This design comes from an exercise in tuning for small area on the open sky130 flow, not from production work.
Where RTL was checked, it was by simulation tests only, not by an equivalence proof against the original.
The clock input has no modelled driver; a real chip could not lean on it and would need a root buffer or a full tree.
No activity file was given, so power comes from the tool's default toggle rates.

==> sierra <==
Design Matrix_Calculator, start of the top module:
module Matrix_Calculator
    (input logic [7:0] data_in,
     input logic enter, sw,
     input logic [1:0] operation,
     input logic clk, rst,
     output logic [4:0] data_out,
     output logic finish, error,
     output logic [3:0] index);
clock: 10.0 ns
lec_check: 0
cap_margin: 20
core_margin: 2
core_utilization: 45
place_density: 0.6
slew_margin: 20
synth_hierarchical: 1
synth_minimum_keep_size: 0
standard.sh (not shown) runs the stock make flow with config.mk's settings and CLKGATE_MAP_FILE= SYNTH_SCRIPT=/design/flow/synth_recipe.tcl, a recipe that flattens the netlist after the stock synthesis.
==> flow/flow/run.sh <==
#!/bin/bash
# The standard layout, with smaller port buffers and a clock tree without
# dummy loads. Each tool's full output goes to the ORFS logs under orfs/logs;
# make's own output goes to make.log here.
set -euo pipefail
cd "$(dirname "$0")/.."
bash standard.sh \
  "BUFFER_PORTS_ARGS=-buffer_cell sky130_fd_sc_hd__buf_1" \
  "CTS_ARGS=-sink_clustering_enable -repair_clock_nets -dont_use_dummy_load -buf_list sky130_fd_sc_hd__clkbuf_8 -sink_clustering_size 20 -sink_clustering_max_diameter 80" \
  finish > make.log 2>&1
==> inputs of nickel, as changes to sierra <==
--- a/flow/design.v
+++ b/flow/design.v
@@ -409,13 +409,17 @@
     FullAdder fa184 (.a(c178), .b(c180), .c(c182), .s(s183), .co(c184));
     assign prod = {~c184, ~s183, ~s181, ~s175, ~s161, ~s141, ~s117, ~s93, ~s77, ~s67};
     logic [3:0] aij, bij;
     assign aij = ak[c[2:1]];
     assign bij = bk[c[4:3]];
     logic [4:0] sum;
-    assign sum = op[0] ? {1'b0, aij} - {1'b0, bij} : {1'b0, aij} + {1'b0, bij};
+    logic [3:0] bx;
+    logic [4:0] s4;
+    assign bx = bij ^ {4{op[0]}};
+    assign s4 = {1'b0, aij} + {1'b0, bx} + {4'd0, op[0]};
+    assign sum = {s4[4] ^ op[0], s4[3:0]};
     always_comb begin
         if (op[1])
             data_out = c[0] ? sum : 5'd0;
         else
             data_out = c[0] ? prod[4:0] : prod[9:5];
     end
==> flow/flow/run.sh (replaced) <==
#!/bin/bash
# The standard layout with two changes: port buffers are buf_1, and the clock
# tree is built by manual_cts.tcl (a balanced two-level tree of clkbuf
# cells) instead of TritonCTS. Each tool's full output goes to the ORFS logs
# under orfs/logs; make's own output goes to make.log here.
set -euo pipefail
cd "$(dirname "$0")/.."

bash standard.sh \
  "BUFFER_PORTS_ARGS=-buffer_cell sky130_fd_sc_hd__buf_1" \
  "PRE_CTS_TCL=$PWD/flow/manual_cts.tcl" \
  finish > make.log 2>&1
==> flow/flow/manual_cts.tcl (new file) <==
# Used as PRE_CTS_TCL in place of TritonCTS: a two-level clock tree. The
# clock port drives NTOP buffers; each drives an equal share of NLEAF leaf
# buffers; each leaf buffer drives an equal share of the flip-flops. Groups
# come from recursive bisection of the placed locations, cutting the longer
# side of each group's bounding box.
set NTOP 2
set NLEAF 8
set TOPBUF sky130_fd_sc_hd__clkbuf_4
set LEAFBUF sky130_fd_sc_hd__clkbuf_8

proc mcts_split {items n} {
  if {$n <= 1} { return [list $items] }
  set xs {}; set ys {}
  foreach s $items { lappend xs [lindex $s 1]; lappend ys [lindex $s 2] }
  set xs [lsort -real $xs]; set ys [lsort -real $ys]
  set w [expr {[lindex $xs end] - [lindex $xs 0]}]
  set h [expr {[lindex $ys end] - [lindex $ys 0]}]
  set sorted [lsort -real -index [expr {$w >= $h ? 1 : 2}] $items]
  set n1 [expr {$n / 2}]
  set cut [expr {int(round([llength $sorted] * double($n1) / $n))}]
  return [concat [mcts_split [lrange $sorted 0 [expr {$cut - 1}]] $n1] \
                 [mcts_split [lrange $sorted $cut end] [expr {$n - $n1}]]]
}

proc mcts_buffer {block master name innet items} {
  set sx 0; set sy 0
  foreach s $items { set sx [expr {$sx + [lindex $s 1]}]; set sy [expr {$sy + [lindex $s 2]}] }
  set m [llength $items]
  set cx [expr {$sx / $m}]; set cy [expr {$sy / $m}]
  set net [odb::dbNet_create $block "${name}_net"]
  $net setSigType CLOCK
  set inst [odb::dbInst_create $block $master $name]
  $inst setLocation [expr {int($cx)}] [expr {int($cy)}]
  $inst setPlacementStatus PLACED
  [$inst findITerm A] connect $innet
  [$inst findITerm X] connect $net
  foreach s $items {
    set it [lindex $s 0]
    $it disconnect
    $it connect $net
  }
  puts "manual_cts: $name ([$master getName]) drives $m pins"
  return [list [$inst findITerm A] $cx $cy]
}

proc manual_cts {ntop nleaf topbuf leafbuf} {
  set block [ord::get_db_block]
  set clk [$block findNet clk]
  set tm [[ord::get_db] findMaster $topbuf]
  set lm [[ord::get_db] findMaster $leafbuf]
  set sinks {}
  foreach it [$clk getITerms] {
    set b [[$it getInst] getBBox]
    lappend sinks [list $it [expr {([$b xMin] + [$b xMax]) / 2.0}] [expr {([$b yMin] + [$b yMax]) / 2.0}]]
  }
  set leaves {}
  set k 0
  foreach group [mcts_split $sinks $nleaf] {
    lappend leaves [mcts_buffer $block $lm "clkbuf_leaf$k" $clk $group]
    incr k
  }
  set t 0
  foreach group [mcts_split $leaves $ntop] {
    mcts_buffer $block $tm "clkbuf_top$t" $clk $group
    incr t
  }
}

manual_cts $NTOP $NLEAF $TOPBUF $LEAFBUF
rename clock_tree_synthesis __tritoncts_unused
proc clock_tree_synthesis {args} {
  set_propagated_clock [all_clocks]
}
- PLACE_DENSITY: 0.6 -> 0.85
==> inputs of juniper, as changes to sierra <==
--- a/flow/design.v
+++ b/flow/design.v
@@ -9,81 +9,78 @@
      input logic clk, rst,
      output logic [4:0] data_out,
      output logic finish, error,
      output logic [3:0] index);
     logic enter_d, sw_d;
     logic enter_pulse, switch_pulse;
-    logic [4:0] c;
-    logic done;
+    logic [4:0] count;        
     logic accept, second;     
     logic [3:0] low_nib;
     logic [1:0] op;
-    logic invalid, step, rot_a, rot_b;
+    logic [4:0] n;            
+    logic rot_a, rot_b;
     always_ff @(posedge clk) begin
         enter_d <= enter;
         sw_d <= sw;
         low_nib <= data_in[3:0];
     end
     assign enter_pulse = enter & ~enter_d;
     assign switch_pulse = sw & ~sw_d;
-    assign accept = enter_pulse & ~done & ~rst;
+    assign accept = enter_pulse & ~count[4] & ~rst;
     always_ff @(posedge clk) begin
         second <= accept;
         if (accept)
             op <= operation;
     end
-    assign invalid = ~op[1] & op[0];
-    assign finish = done & ~invalid;
-    assign error = invalid & (done | (second & (&c[3:0])));
-    assign step = finish & switch_pulse;
     always_ff @(posedge clk) begin
-        if (rst) begin
-            c <= 5'd0;
-            done <= 1'b0;
-        end else begin
-            if ((second & ~done) | step)
-                c[3:0] <= c[3:0] + 4'd1;
-            if (step & (&c[3:0]))
-                c[4] <= ~c[4];
-            if (second & (&c[3:0]))
-                done <= 1'b1;
-        end
+        if (rst)
+            count <= 5'd0;
+        else if (second)
+            count <= count + 5'd1;
+    end
+    assign error = ~op[1] & op[0] & (count[4] | (second & (&count[3:0])));
+    assign finish = count[4] & ~(~op[1] & op[0]);
+    always_ff @(posedge clk) begin
+        if (rst)
+            n <= 5'd0;
+        else if (finish & switch_pulse)
+            n <= n + 5'd1;
     end
-    assign index = done ? c[4:1] : 4'd0;
-    assign rot_b = step & c[0];
-    assign rot_a = rot_b & c[1] & c[2];
+    assign index = n[4:1];
+    assign rot_b = finish & switch_pulse & n[0];
+    assign rot_a = rot_b & n[1] & n[2];
     logic [7:0] pa [0:3];     
     logic [7:0] qa [0:3];     
     logic en_pa, en_qa;
-    assign en_pa = (accept & ~c[3] & ~c[0]) | rot_a;
-    assign en_qa = (accept & ~c[3] & c[0]) | rot_a;
+    assign en_pa = (accept & ~count[3] & ~count[0]) | rot_a;
+    assign en_qa = (accept & ~count[3] & count[0]) | rot_a;
     always_ff @(posedge clk) begin
         if (en_pa) begin
-            pa[0] <= done ? pa[3] : data_in;
+            pa[0] <= count[4] ? pa[3] : data_in;
             pa[1] <= pa[0];
             pa[2] <= pa[1];
             pa[3] <= pa[2];
         end
         if (en_qa) begin
-            qa[0] <= done ? qa[3] : data_in;
+            qa[0] <= count[4] ? qa[3] : data_in;
             qa[1] <= qa[0];
             qa[2] <= qa[1];
             qa[3] <= qa[2];
         end
     end
     logic [3:0] rb [0:3][0:3];
     logic [3:0] nib_in;
     assign nib_in = second ? low_nib : data_in[7:4];
     genvar gk;
     generate
         for (gk = 0; gk < 4; gk++) begin : brow
             logic en;
-            assign en = ((accept | second) & c[3] & (c[2:1] == gk)) | rot_b;
+            assign en = ((accept | second) & count[3] & (count[2:1] == gk)) | rot_b;
             always_ff @(posedge clk) begin
                 if (en) begin
-                    rb[gk][0] <= done ? rb[gk][3] : nib_in;
+                    rb[gk][0] <= count[4] ? rb[gk][3] : nib_in;
                     rb[gk][1] <= rb[gk][0];
                     rb[gk][2] <= rb[gk][1];
                     rb[gk][3] <= rb[gk][2];
                 end
             end
         end
@@ -406,21 +403,21 @@
     FullAdder fa178 (.a(c164), .b(c166), .c(c168), .s(s177), .co(c178));
     FullAdder fa180 (.a(c170), .b(s177), .c(c172), .s(s179), .co(c180));
     FullAdder fa182 (.a(s179), .b(c174), .c(c176), .s(s181), .co(c182));
     FullAdder fa184 (.a(c178), .b(c180), .c(c182), .s(s183), .co(c184));
     assign prod = {~c184, ~s183, ~s181, ~s175, ~s161, ~s141, ~s117, ~s93, ~s77, ~s67};
     logic [3:0] aij, bij;
-    assign aij = ak[c[2:1]];
-    assign bij = bk[c[4:3]];
+    assign aij = ak[n[2:1]];
+    assign bij = bk[n[4:3]];
     logic [4:0] sum;
     assign sum = op[0] ? {1'b0, aij} - {1'b0, bij} : {1'b0, aij} + {1'b0, bij};
     always_comb begin
         if (op[1])
-            data_out = c[0] ? sum : 5'd0;
+            data_out = n[0] ? sum : 5'd0;
         else
-            data_out = c[0] ? prod[4:0] : prod[9:5];
+            data_out = n[0] ? prod[4:0] : prod[9:5];
     end
 endmodule
 module FullAdder (input logic a, b, c, output logic s, co);
     assign s = a ^ b ^ c;
     assign co = (a & b) | (a & c) | (b & c);
 endmodule
==> flow/run.sh (new file) <==
#!/bin/bash
# synth_recipe.tcl (not shown) runs the flow's synth.tcl, then flattens the netlist and writes it again
# the make line also repeats each setting of config.mk as NAME=value (left out here)
make -C /OpenROAD-flow-scripts/flow DESIGN_CONFIG=/design/flow/config.mk WORK_HOME=/design/flow/orfs CLKGATE_MAP_FILE= SYNTH_SCRIPT=/design/flow/synth_recipe.tcl finish
removed: flow/flow/run.sh
removed: flow/standard.sh
==> run notes <==
Die Span X: juniper 127 µm; sierra 126 µm; nickel 126 µm
Detailed Route WL: juniper 14.1 mm; sierra 13.5 mm; nickel 13.5 mm
R2R depth: juniper 5; sierra 7; nickel 7
Multi-input combinational gate total: juniper 285; sierra 282; nickel 274
Average cell area after synthesis: juniper 14.7 µm²; sierra 14.7 µm²; nickel 14.9 µm²
Slack of the critical path: juniper 1.64 ns; sierra 2.02 ns; nickel 1.97 ns
Fraction of the mapped netlist area in compound gates: juniper 3.39%; sierra 3.60%; nickel 3.72%
Seq cells post-synth: juniper 147; sierra 143; nickel 143
Sequential cell area share: juniper 53.7%; sierra 57.0%; nickel 58.0%
Non-clk invs: juniper 20; sierra 20; nickel 19
Sink count of the clock tree: juniper 147; sierra 143; nickel -
Arithmetic-cell share of the synthesized area counting full adders, half adders and majority gates: juniper 17.0%; sierra 17.1%; nickel 17.1%
Result of the run: juniper timing/DRC/antenna clean; sierra timing/DRC/antenna clean; nickel timing/DRC/antenna clean
Global-route layer with the greatest usage: juniper met1; sierra met2; nickel met2
Slew @ Worst Pin: juniper 0.867 ns; sierra 0.883 ns; nickel 0.822 ns
For juniper, only the layout was checked, not whether the RTL still works. In nickel the design's own scripts or RTL, not TritonCTS, make the clock network.


==> v8: inputs <==
==> flow/design.v <==
`default_nettype none
`default_nettype none
`default_nettype none
`default_nettype none
module Matrix_Calculator
    (input logic [7:0] data_in,
     input logic enter, sw,
     input logic [1:0] operation,
     input logic clk, rst,
     output logic [4:0] data_out,
     output logic finish, error,
     output logic [3:0] index);
    logic enter_d, sw_d;
    logic enter_pulse, switch_pulse;
    logic [4:0] c;
    logic done;
    logic accept, last;
    logic [1:0] op;
    logic invalid, mult, sub, step, elem;
    logic busy, first, ready, first_step, start;
    logic [1:0] k;
    always_ff @(posedge clk) begin
        enter_d <= enter;
        sw_d <= sw;
    end
    assign enter_pulse = enter & ~enter_d;
    assign switch_pulse = sw & ~sw_d;
    assign accept = enter_pulse & ~done & ~rst;
    assign last = accept & (&c[3:0]);
    always_ff @(posedge clk) begin
        if (accept)
            op <= operation;
    end
    assign invalid = ~op[1] & op[0];
    assign mult = ~op[1] & ~op[0];
    assign sub = op[1] & op[0];
    assign finish = done & ~invalid & ready;
    assign error = done & invalid;
    assign step = finish & switch_pulse;
    assign elem = step & c[0];
    always_ff @(posedge clk) begin
        if (rst) begin
            c <= 5'd0;
            done <= 1'b0;
        end else begin
            if (accept | step)
                c[3:0] <= c[3:0] + 4'd1;
            if (step & (&c[3:0]))
                c[4] <= ~c[4];
            if (last)
                done <= 1'b1;
        end
    end
    assign index = done ? c[4:1] : 4'd0;
    assign first_step = done & ~invalid & ~first & ~busy;
    assign start = last | first_step | elem;
    always_ff @(posedge clk) begin
        if (rst) begin
            busy <= 1'b0;
            k <= 2'd0;
            first <= 1'b0;
            ready <= 1'b0;
        end else begin
            if (start) begin
                busy <= 1'b1;
                k <= 2'd0;
            end else if (busy) begin
                k <= k + 2'd1;
                if (k == 2'd3)
                    busy <= 1'b0;
            end
            if (first_step)
                first <= 1'b1;
            ready <= first;
        end
    end
    logic [3:0] ce;
    assign ce = c[4:1] + {3'd0, first};
    logic rot_a;
    assign rot_a = elem & c[2] & ~c[1];
    logic [7:0] pa [0:3];     
    logic [7:0] qa [0:3];     
    logic en_pa, en_qa;
    assign en_pa = (accept & ~c[3] & ~c[0]) | rot_a;
    assign en_qa = (accept & ~c[3] & c[0]) | rot_a;
    always_ff @(posedge clk) begin
        if (en_pa) begin
            pa[0] <= done ? pa[3] : data_in;
            pa[1] <= pa[0];
            pa[2] <= pa[1];
            pa[3] <= pa[2];
        end
        if (en_qa) begin
            qa[0] <= done ? qa[3] : data_in;
            qa[1] <= qa[0];
            qa[2] <= qa[1];
            qa[3] <= qa[2];
        end
    end
    logic [3:0] lb [0:3][0:3];
    logic [3:0] tap;
    assign tap = lb[0][3];
    genvar gj;
    generate
        for (gj = 0; gj < 4; gj++) begin : blane
            logic en;
            logic [3:0] nib;
            assign nib = gj[0] ? data_in[3:0] : data_in[7:4];
            assign en = (accept & c[3] & (c[0] == gj[1])) | (done & busy);
            always_ff @(posedge clk) begin
                if (en) begin
                    lb[gj][0] <= done ? lb[(gj + 1) % 4][3] : nib;
                    lb[gj][1] <= lb[gj][0];
                    lb[gj][2] <= lb[gj][1];
                    lb[gj][3] <= lb[gj][2];
                end
            end
        end
    endgenerate
    logic [3:0] ak [0:3];
    assign ak[0] = pa[3][7:4];
    assign ak[1] = pa[3][3:0];
    assign ak[2] = qa[3][7:4];
    assign ak[3] = qa[3][3:0];
    logic [3:0] xa, mx, my;
    logic [1:0] d;
    logic add_b, add_a;
    assign xa = ak[mult ? k : ce[1:0]];
    assign d = k - ce[3:2];
    assign add_b = ~mult & (d == 2'd0);
    assign add_a = ~mult & (d == 2'd1);
    assign mx = {4{busy}} & ((mult | add_a) ? xa : {3'd0, add_b});
    assign my = (mult | add_b) ? (tap ^ {4{sub}}) : {3'd0, add_a};
    logic [9:0] acc_n, res_n, mac_n;
    logic sub_init;
    assign sub_init = last ? &operation : sub;
    logic pp1;
    logic pp2;
    logic pp3;
    logic pp4;
    logic pp5;
    logic pp6;
    logic pp7;
    logic pp8;
    logic pp9;
    logic pp10;
    logic pp11;
    logic pp12;
    logic pp13;
    logic pp14;
    logic pp15;
    logic pp16;
    logic s17;
    logic c18;
    logic s19;
    logic c20;
    logic s21;
    logic c22;
    logic s23;
    logic c24;
    logic s25;
    logic c26;
    logic s27;
    logic c28;
    logic s29;
    logic c30;
    logic s31;
    logic c32;
    logic s33;
    logic c34;
    logic s35;
    logic c36;
    logic s37;
    logic c38;
    logic s39;
    logic c40;
    logic s41;
    logic c42;
    logic s43;
    logic c44;
    logic s45;
    logic c46;
    logic s47;
    logic c48;
    logic s49;
    logic c50;
    logic s51;
    logic c52;
    logic s53;
    logic c54;
    logic s55;
    logic c56;
    logic s57;
    logic c58;
    logic s59;
    assign pp1 = ~(mx[0] & my[0]);
    assign pp2 = ~(mx[0] & my[1]);
    assign pp3 = ~(mx[0] & my[2]);
    assign pp4 = ~(mx[0] & my[3]);
    assign pp5 = ~(mx[1] & my[0]);
    assign pp6 = ~(mx[1] & my[1]);
    assign pp7 = ~(mx[1] & my[2]);
    assign pp8 = ~(mx[1] & my[3]);
    assign pp9 = ~(mx[2] & my[0]);
    assign pp10 = ~(mx[2] & my[1]);
    assign pp11 = ~(mx[2] & my[2]);
    assign pp12 = ~(mx[2] & my[3]);
    assign pp13 = ~(mx[3] & my[0]);
    assign pp14 = ~(mx[3] & my[1]);
    assign pp15 = ~(mx[3] & my[2]);
    assign pp16 = ~(mx[3] & my[3]);
    InvHalfAdder ha18 (.a(acc_n[0]), .b(pp1), .s(s17), .co(c18));
    FullAdder fa20 (.a(acc_n[1]), .b(pp2), .c(pp5), .s(s19), .co(c20));
    InvHalfAdder ha22 (.a(c18), .b(s19), .s(s21), .co(c22));
    FullAdder fa24 (.a(acc_n[2]), .b(pp3), .c(pp6), .s(s23), .co(c24));
    FullAdder fa26 (.a(pp9), .b(c20), .c(s23), .s(s25), .co(c26));
    InvHalfAdder ha28 (.a(c22), .b(s25), .s(s27), .co(c28));
    FullAdder fa30 (.a(acc_n[3]), .b(pp4), .c(pp7), .s(s29), .co(c30));
    FullAdder fa32 (.a(pp10), .b(pp13), .c(c24), .s(s31), .co(c32));
    FullAdder fa34 (.a(s29), .b(c26), .c(s31), .s(s33), .co(c34));
    InvHalfAdder ha36 (.a(c28), .b(s33), .s(s35), .co(c36));
    FullAdder fa38 (.a(acc_n[4]), .b(pp8), .c(pp11), .s(s37), .co(c38));
    FullAdder fa40 (.a(pp14), .b(c30), .c(s37), .s(s39), .co(c40));
    FullAdder fa42 (.a(c32), .b(s39), .c(c34), .s(s41), .co(c42));
    InvHalfAdder ha44 (.a(c36), .b(s41), .s(s43), .co(c44));
    FullAdder fa46 (.a(acc_n[5]), .b(pp12), .c(pp15), .s(s45), .co(c46));
    FullAdder fa48 (.a(c38), .b(s45), .c(c40), .s(s47), .co(c48));
    FullAdder fa50 (.a(s47), .b(c42), .c(c44), .s(s49), .co(c50));
    FullAdder fa52 (.a(acc_n[6]), .b(pp16), .c(c46), .s(s51), .co(c52));
    FullAdder fa54 (.a(s51), .b(c48), .c(c50), .s(s53), .co(c54));
    FullAdder fa56 (.a(acc_n[7]), .b(c52), .c(c54), .s(s55), .co(c56));
    InvHalfAdder ha58 (.a(acc_n[8]), .b(c56), .s(s57), .co(c58));
    assign s59 = ~(acc_n[9] ^ c58);
    assign mac_n = {s59, s57, s55, s53, s49, s43, s35, s27, s21, s17};
    always_ff @(posedge clk) begin
        acc_n <= start ? {5'h1f, ~sub_init, 3'h7, ~sub_init} : mac_n;
        if (elem | first_step)
            res_n <= mac_n;
    end
    always_comb begin
        if (c[0])
            data_out = ~res_n[4:0];
        else
            data_out = mult ? ~res_n[9:5] : 5'd0;
    end
endmodule
module FullAdder (input logic a, b, c, output logic s, co);
    assign s = a ^ b ^ c;
    assign co = (a & b) | (a & c) | (b & c);
endmodule
module InvHalfAdder (input logic a, b, output logic s, co);
    Xnor2 x (.a(a), .b(b), .y(s));
    assign co = a | b;
endmodule
module Xnor2 (input logic a, b, output logic y);
    assign y = ~(a ^ b);
endmodule
==> flow/flow/run.sh <==
#!/bin/bash
# The standard layout with three changes: port buffers are buf_1, repairs
# use buffers of at most drive 4 (small_buffers.tcl), and the clock
# tree is built by manual_cts.tcl (a balanced two-level tree of inverter
# cells) instead of TritonCTS. Each tool's full output goes to the ORFS logs
# under orfs/logs; make's own output goes to make.log here.
set -euo pipefail
cd "$(dirname "$0")/.."

bash standard.sh \
  "BUFFER_PORTS_ARGS=-buffer_cell sky130_fd_sc_hd__buf_1" \
  "PRE_CTS_TCL=$PWD/flow/manual_cts.tcl" \
  "PRE_GLOBAL_PLACE_TCL=$PWD/flow/small_buffers.tcl" \
  "PRE_RESIZE_TCL=$PWD/flow/small_buffers.tcl" \
  "PRE_GLOBAL_ROUTE_TCL=$PWD/flow/small_buffers.tcl" \
  finish > make.log 2>&1
==> flow/flow/manual_cts.tcl <==
# Used as PRE_CTS_TCL in place of TritonCTS: a two-level clock tree of
# inverters (two inversions, so every flip-flop sees the clock's polarity).
# The clock port drives NTOP inverters; each drives an equal share of NLEAF
# leaf inverters; each leaf drives an equal share of the flip-flops. Groups
# come from recursive bisection of the placed locations, cutting the longer
# side of each group's bounding box.
set NTOP 2
set NLEAF 8
set TOPBUF sky130_fd_sc_hd__inv_6
set LEAFBUF sky130_fd_sc_hd__inv_8

proc mcts_split {items n} {
  if {$n <= 1} { return [list $items] }
  set xs {}; set ys {}
  foreach s $items { lappend xs [lindex $s 1]; lappend ys [lindex $s 2] }
  set xs [lsort -real $xs]; set ys [lsort -real $ys]
  set w [expr {[lindex $xs end] - [lindex $xs 0]}]
  set h [expr {[lindex $ys end] - [lindex $ys 0]}]
  set sorted [lsort -real -index [expr {$w >= $h ? 1 : 2}] $items]
  set n1 [expr {$n / 2}]
  set cut [expr {int(round([llength $sorted] * double($n1) / $n))}]
  return [concat [mcts_split [lrange $sorted 0 [expr {$cut - 1}]] $n1] \
                 [mcts_split [lrange $sorted $cut end] [expr {$n - $n1}]]]
}

proc mcts_buffer {block master name innet items} {
  set sx 0; set sy 0
  foreach s $items { set sx [expr {$sx + [lindex $s 1]}]; set sy [expr {$sy + [lindex $s 2]}] }
  set m [llength $items]
  set cx [expr {$sx / $m}]; set cy [expr {$sy / $m}]
  set net [odb::dbNet_create $block "${name}_net"]
  $net setSigType CLOCK
  set inst [odb::dbInst_create $block $master $name]
  $inst setLocation [expr {int($cx)}] [expr {int($cy)}]
  $inst setPlacementStatus PLACED
  [$inst findITerm A] connect $innet
  set out [$inst findITerm X]
  if {$out == "NULL"} { set out [$inst findITerm Y] }
  $out connect $net
  foreach s $items {
    set it [lindex $s 0]
    $it disconnect
    $it connect $net
  }
  puts "manual_cts: $name ([$master getName]) drives $m pins"
  return [list [$inst findITerm A] $cx $cy]
}

proc manual_cts {ntop nleaf topbuf leafbuf} {
  set block [ord::get_db_block]
  set clk [$block findNet clk]
  set tm [[ord::get_db] findMaster $topbuf]
  set lm [[ord::get_db] findMaster $leafbuf]
  set sinks {}
  foreach it [$clk getITerms] {
    set b [[$it getInst] getBBox]
    lappend sinks [list $it [expr {([$b xMin] + [$b xMax]) / 2.0}] [expr {([$b yMin] + [$b yMax]) / 2.0}]]
  }
  set leaves {}
  set k 0
  foreach group [mcts_split $sinks $nleaf] {
    lappend leaves [mcts_buffer $block $lm "clkbuf_leaf$k" $clk $group]
    incr k
  }
  set t 0
  foreach group [mcts_split $leaves $ntop] {
    mcts_buffer $block $tm "clkbuf_top$t" $clk $group
    incr t
  }
}

manual_cts $NTOP $NLEAF $TOPBUF $LEAFBUF
rename clock_tree_synthesis __tritoncts_unused
proc clock_tree_synthesis {args} {
  set_propagated_clock [all_clocks]
}
# the tree's inverters already sit next to their flip-flops
rename repair_clock_inverters __repair_clock_inverters_unused
proc repair_clock_inverters {args} {}
==> flow/flow/small_buffers.tcl <==
# Used as PRE_*_TCL for the steps that repair slew and capacitance: the
# design has ample timing slack, so its repairs use buffers of at most
# drive 4.
set_dont_use {sky130_fd_sc_hd__buf_6 sky130_fd_sc_hd__buf_8 sky130_fd_sc_hd__buf_12 sky130_fd_sc_hd__buf_16 sky130_fd_sc_hd__bufbuf_8 sky130_fd_sc_hd__bufbuf_16 sky130_fd_sc_hd__clkbuf_8 sky130_fd_sc_hd__clkbuf_16}
==> flow/standard.sh <==
#!/bin/bash
# synth_recipe.tcl (not shown) runs the flow's synth.tcl, then flattens the netlist and writes it again
# the make line also repeats each setting of config.mk as NAME=value (left out here)
make -C /OpenROAD-flow-scripts/flow DESIGN_CONFIG=/design/flow/config.mk WORK_HOME=/design/flow/orfs CLKGATE_MAP_FILE= SYNTH_SCRIPT=/design/flow/synth_recipe.tcl "${@:-finish}"
==> flow/config.mk <==
export PLATFORM = sky130hd
export DESIGN_NAME = Matrix_Calculator
export DESIGN_NICKNAME = Matrix_Calculator
export VERILOG_FILES = /design/flow/design.v
export SDC_FILE = /design/flow/constraint.sdc
export NUM_CORES = 4
export LEC_CHECK = 0
export ABC_AREA = 1
export CAP_MARGIN = 20
export CORE_MARGIN = 2
export CORE_UTILIZATION = 45
export PLACE_DENSITY = 0.95
export SLEW_MARGIN = 20
export SYNTH_HIERARCHICAL = 1
export SYNTH_MINIMUM_KEEP_SIZE = 0
==> flow/constraint.sdc <==
create_clock -name core_clock -period 10.0 [get_ports {clk}]
set_input_delay 2.0000 -clock core_clock [delete_from_list [all_inputs] [get_ports {clk}]]
set_output_delay 2.0000 -clock core_clock [all_outputs]
set_load 0.01 [all_outputs]
==> v37 (differences from v8) <==
==> flow/flow/run.sh (replaced) <==
#!/bin/bash
# The standard layout with two changes: port buffers are buf_1, and the clock
# tree is built by manual_cts.tcl (a balanced two-level tree of clkbuf
# cells) instead of TritonCTS. Each tool's full output goes to the ORFS logs
# under orfs/logs; make's own output goes to make.log here.
set -euo pipefail
cd "$(dirname "$0")/.."

bash standard.sh \
  "BUFFER_PORTS_ARGS=-buffer_cell sky130_fd_sc_hd__buf_1" \
  "PRE_CTS_TCL=$PWD/flow/manual_cts.tcl" \
  finish > make.log 2>&1
--- a/flow/flow/manual_cts.tcl
+++ b/flow/flow/manual_cts.tcl
@@ -1,13 +1,12 @@
-# Used as PRE_CTS_TCL in place of TritonCTS: a two-level clock tree of
-# inverters (two inversions, so every flip-flop sees the clock's polarity).
-# The clock port drives NTOP inverters; each drives an equal share of NLEAF
-# leaf inverters; each leaf drives an equal share of the flip-flops. Groups
+# Used as PRE_CTS_TCL in place of TritonCTS: a two-level clock tree. The
+# clock port drives NTOP buffers; each drives an equal share of NLEAF leaf
+# buffers; each leaf buffer drives an equal share of the flip-flops. Groups
 # come from recursive bisection of the placed locations, cutting the longer
 # side of each group's bounding box.
 set NTOP 2
-set NLEAF 8
-set TOPBUF sky130_fd_sc_hd__inv_6
-set LEAFBUF sky130_fd_sc_hd__inv_8
+set NLEAF 10
+set TOPBUF sky130_fd_sc_hd__clkbuf_4
+set LEAFBUF sky130_fd_sc_hd__clkbuf_8
 
 proc mcts_split {items n} {
   if {$n <= 1} { return [list $items] }
@@ -34,9 +33,7 @@
   $inst setLocation [expr {int($cx)}] [expr {int($cy)}]
   $inst setPlacementStatus PLACED
   [$inst findITerm A] connect $innet
-  set out [$inst findITerm X]
-  if {$out == "NULL"} { set out [$inst findITerm Y] }
-  $out connect $net
+  [$inst findITerm X] connect $net
   foreach s $items {
     set it [lindex $s 0]
     $it disconnect
@@ -74,6 +71,3 @@
 proc clock_tree_synthesis {args} {
   set_propagated_clock [all_clocks]
 }
-# the tree's inverters already sit next to their flip-flops
-rename repair_clock_inverters __repair_clock_inverters_unused
-proc repair_clock_inverters {args} {}
- ABC_AREA: 1 -> unset
removed: flow/flow/small_buffers.tcl
==> impl_results.md <==
* Pleak at 2.29 nW
* Adder-cell area share of the yosys netlist at 0.0565
* RePlAce Congestion at 0.847
* Pin count of the biggest net entering global routing at between 50 and 60
* Worst EP arrival at 6860 ps
* Fraction of area in multi-input gates at 0.243
* # Taps at 180
* Filler-free cell count of the finished design at 634
* Starting Density at 0.461
* Synth Area in XOR/XNOR at 0.0238
* Clk latency of the worst-skew pair at approximately 400 ps
* Die ar. at 0.0153 sq mm
* WP buf/inv at 0
* Status: finished clean
* Die Width at 124 um
That was v37.
==> impl_results.md <==
* Die Width at approximately 120 um
* Fraction of area in multi-input gates at 0.231
* Clk latency of the worst-skew pair at 180 ps
* Status: finished clean
* Post-CTS setup buffers at 0
* Pleak at 2.56 nW
* WP buf/inv at 3
* Pin count of the biggest net entering global routing at 28
* # Taps at 184
* Final worst-path cycle share at 0.582
* Adder-cell area share of the yosys netlist at 0.0555
* Worst EP arrival at 5900 ps
* Synth Area in XOR/XNOR at 0.00938
That was v8.
No run of this note takes its clock network from TritonCTS; it comes from the design's own scripts or RTL.

-- re-timing with driven ports --
No port has a modelled driver above. Below, the same layouts with a new extraction and two added sets of constraints. Step 1: set_driving_cell puts a clkbuf_16 on clk and a buf_2 on each other input, an assumption about the parent block. Step 2, shift: input delay + t, output delay - t, t = (earliest + latest rising clock arrival at the registers) / 2. This alone moves slack from input paths to output paths. a / b / c = no drivers / after step 1 / after step 2; a / b = the first two.
run	shift t [ns]	setup WS [ns]	pins driven straight from the clock port
sierra	0.473	2.024 / 1.988 / 2.461	1
nickel	0.417	1.966 / 1.923 / 2.340	2
juniper	0.465	1.643 / 1.601 / 2.066	1
v8	0.233	4.181 / 4.181 / 4.181	2
v37	0.433	3.441 / 3.441 / 3.441	2
After both steps setup and hold are still met in every run listed.
